This design comes from an exercise in tuning for small area and a short achievable clock period on the open sky130 flow, not from production work. The flow treats the clock pin as an ideal source. Dropping or thinning the clock tree relies on that and would not hold on a real chip.

// alu_top
module alu_top (
    input             clk,
    input      [3:0]  control,
    input             CI,
    input      [31:0] DATA_A,
    input      [31:0] DATA_B,
    output reg [31:0] OUT,
    output reg        CO,
    output reg        OVF,
    output reg        N,
    output reg        Z
);
reg  [3:0]  control_q;
reg         CI_q;
reg  [31:0] A_q, B_q;
wire [31:0] out_w;
wire        co_w, ovf_w, n_w, z_w;
always @(posedge clk) begin
    control_q <= control;
    CI_q      <= CI;
    A_q       <= DATA_A;
    B_q       <= DATA_B;
end
ALU #(.WIDTH(32)) alu (
    .control(control_q), .CI(CI_q), .DATA_A(A_q), .DATA_B(B_q),
    .OUT(out_w), .CO(co_w), .OVF(ovf_w), .N(n_w), .Z(z_w)
);
always @(posedge clk) begin
    OUT <= out_w;
    CO  <= co_w;
    OVF <= ovf_w;
    N   <= n_w;
    Z   <= z_w;
end
endmodule
clock: 10.0 ns
lec_check: 0
abc_area: 1
cap_margin: 20
core_margin: 2
core_utilization: 72
place_density: 0.8
slew_margin: 20
standard.sh (not shown) runs the stock make flow with config.mk's settings and CLKGATE_MAP_FILE= SYNTH_SCRIPT=/design/flow/synth_recipe.tcl, a recipe that flattens the netlist after the stock synthesis.
==> flow/flow/run.sh <==
#!/bin/bash
# ORFS layout through the standard.sh, with these changes:
# - the ports get small fast buffers (buf_1);
# - the clock tree is one level of four clkbuf_16 (flow/cts_manual.tcl);
# - timing repair aims below the clock period (SETUP_SLACK_MARGIN); the design is still
#   built and signed off at the design's period;
# - if flow/abc.script exists, synthesis maps the logic with it instead of ORFS's ABC
#   script (flow/synth.tcl is synth_recipe.tcl with that one change; registers are as in
#   the standard synthesis).
set -euo pipefail
here=$(pwd)
export MY_ABC_SCRIPT=$here/flow/abc.script
bash standard.sh \
  "SYNTH_SCRIPT=$here/flow/synth.tcl" \
  "ADDER_MAP_FILE=" \
  "BUFFER_PORTS_ARGS=-buffer_cell sky130_fd_sc_hd__buf_1" \
  "PRE_CTS_TCL=$here/flow/cts_manual.tcl" \
  "SETUP_SLACK_MARGIN=7.3" \
  finish > make_finish.log 2>&1
==> flow/flow/abc.script <==
strash; dch -f; map -D 2200 -B 0.9; topo; stime -c; buffer -c; upsize -c -D 2200; dnsize -c -D 2200
==> flow/flow/cts_manual.tcl <==
# Read by ORFS's CTS step (PRE_CTS_TCL). Replaces clock_tree_synthesis with a one-level
# clock tree: the clock port drives four clkbuf_16, each of which drives the registers of
# one quadrant of the placement (split at the median x, then at the median y). Every
# register sees the same single buffer stage, so the tree adds no deliberate skew.
proc clock_tree_synthesis { args } {
  set block [ord::get_db_block]
  set master [[ord::get_db] findMaster sky130_fd_sc_hd__clkbuf_16]
  set clknet [[$block findBTerm clk] getNet]
  set sinks {}
  foreach it [$clknet getITerms] {
    set bb [[$it getInst] getBBox]
    lappend sinks [list $it [expr {([$bb xMin] + [$bb xMax]) / 2}] [expr {([$bb yMin] + [$bb yMax]) / 2}]]
  }
  set sorted [lsort -integer -index 1 $sinks]
  set half [expr {[llength $sorted] / 2}]
  set groups {}
  foreach col [list [lrange $sorted 0 [expr {$half - 1}]] [lrange $sorted $half end]] {
    set col [lsort -integer -index 2 $col]
    set h [expr {[llength $col] / 2}]
    lappend groups [lrange $col 0 [expr {$h - 1}]] [lrange $col $h end]
  }
  set g 0
  foreach grp $groups {
    set inst [odb::dbInst_create $block $master clkbuf_q$g]
    set net [odb::dbNet_create $block clknet_q$g]
    $net setSigType CLOCK
    [$inst findITerm A] connect $clknet
    [$inst findITerm X] connect $net
    set sx 0
    set sy 0
    foreach s $grp {
      set it [lindex $s 0]
      $it disconnect
      $it connect $net
      set sx [expr {$sx + [lindex $s 1]}]
      set sy [expr {$sy + [lindex $s 2]}]
    }
    set m [llength $grp]
    $inst setLocation [expr {$sx / $m}] [expr {$sy / $m}]
    $inst setPlacementStatus PLACED
    incr g
  }
  puts "cts_manual: clock port drives $g clkbuf_16, [llength $sinks] registers"
  set_propagated_clock [all_clocks]
}
==> flow/flow/synth.tcl <==
proc synth {args} { yosys synth -nofsm -noshare {*}$args }
# Map the logic with this flow's own ABC script instead of ORFS's.
proc abc {args} {
  set i [lsearch -exact $args -script]
  if {$i >= 0} { lset args [expr {$i + 1}] $::env(MY_ABC_SCRIPT) }
  yosys abc {*}$args
}
source $::env(SCRIPTS_DIR)/synth.tcl
# left out here: clear keep_hierarchy, flatten, clean up, hide names made inside functions, write 1_2_yosys.v
The starting point ended with an error in 5_1_grt on GRT-0232.
==> next run, changes <==
--- a/flow/design.v
+++ b/flow/design.v
@@ -182,17 +182,17 @@
 assign c[27] = G7_27;
 assign c[28] = G9_28;
 assign c[29] = G8_29;
 assign c[30] = G9_30;
 assign c[31] = G5_31;
 assign OUT = q ^ c;
 assign N = OUT[WIDTH-1];
-wire [WIDTH-1:0] tq = inv ? g : (t & {WIDTH{arith}});
+wire [WIDTH-1:0] tq = ((a & y) | ({WIDTH{~inv}} & (a | y))) & {WIDTH{arith}};
 wire [WIDTH-1:0] pc = {tq[WIDTH-2:0], k};
-assign Z = ~|OUT;
+assign Z = ~|(q ^ pc);
 wire c32 = g[WIDTH-1] | (p[WIDTH-1] & c[WIDTH-1]);
 assign CO  = (addop & c32) | (subop & ~OUT[WIDTH-1]);
 assign OVF = arith & (c[WIDTH-1] ^ c32);
 end else begin : g_generic
 reg [WIDTH-1:0] R; reg RC, RV;
 always @(*) begin
 	RC = 1'b0; RV = 1'b0;
What happened: With this change the flow completed with no timing, DRC or antenna violations. Synthesized cell count goes down by 3.0%. Area after synthesis climbs by about 2.4%.
Function was not checked in any run of this note: the RTL went through the layout flow alone. In the second run of this note the design's own scripts or RTL, not TritonCTS, make the clock network.

[static timing again, ports no longer ideal]
In the flow no input, the clock included, has a driving cell. The finished layout below was timed again as built, in two steps.
Step 1: set_driving_cell puts a clkbuf_16 on clk and a buf_2 on each other input, an assumption about the parent block.
Step 2 also shifts input and output timing later by t, the mid clock arrival at the registers, as if the neighbouring blocks saw the same clock.
Three values: ideal, step 1, step 2; two values: the first two.
run: the second run
t, ns: 0.243
setup WS [ns]: 7.326 / 7.238 / 7.366
worst slew at a driven data input, ns: 0.04
After both steps setup and hold are still met in the second run. The setup slack of the second run moves by -0.088 ns with the drivers and by +0.040 ns with both steps.
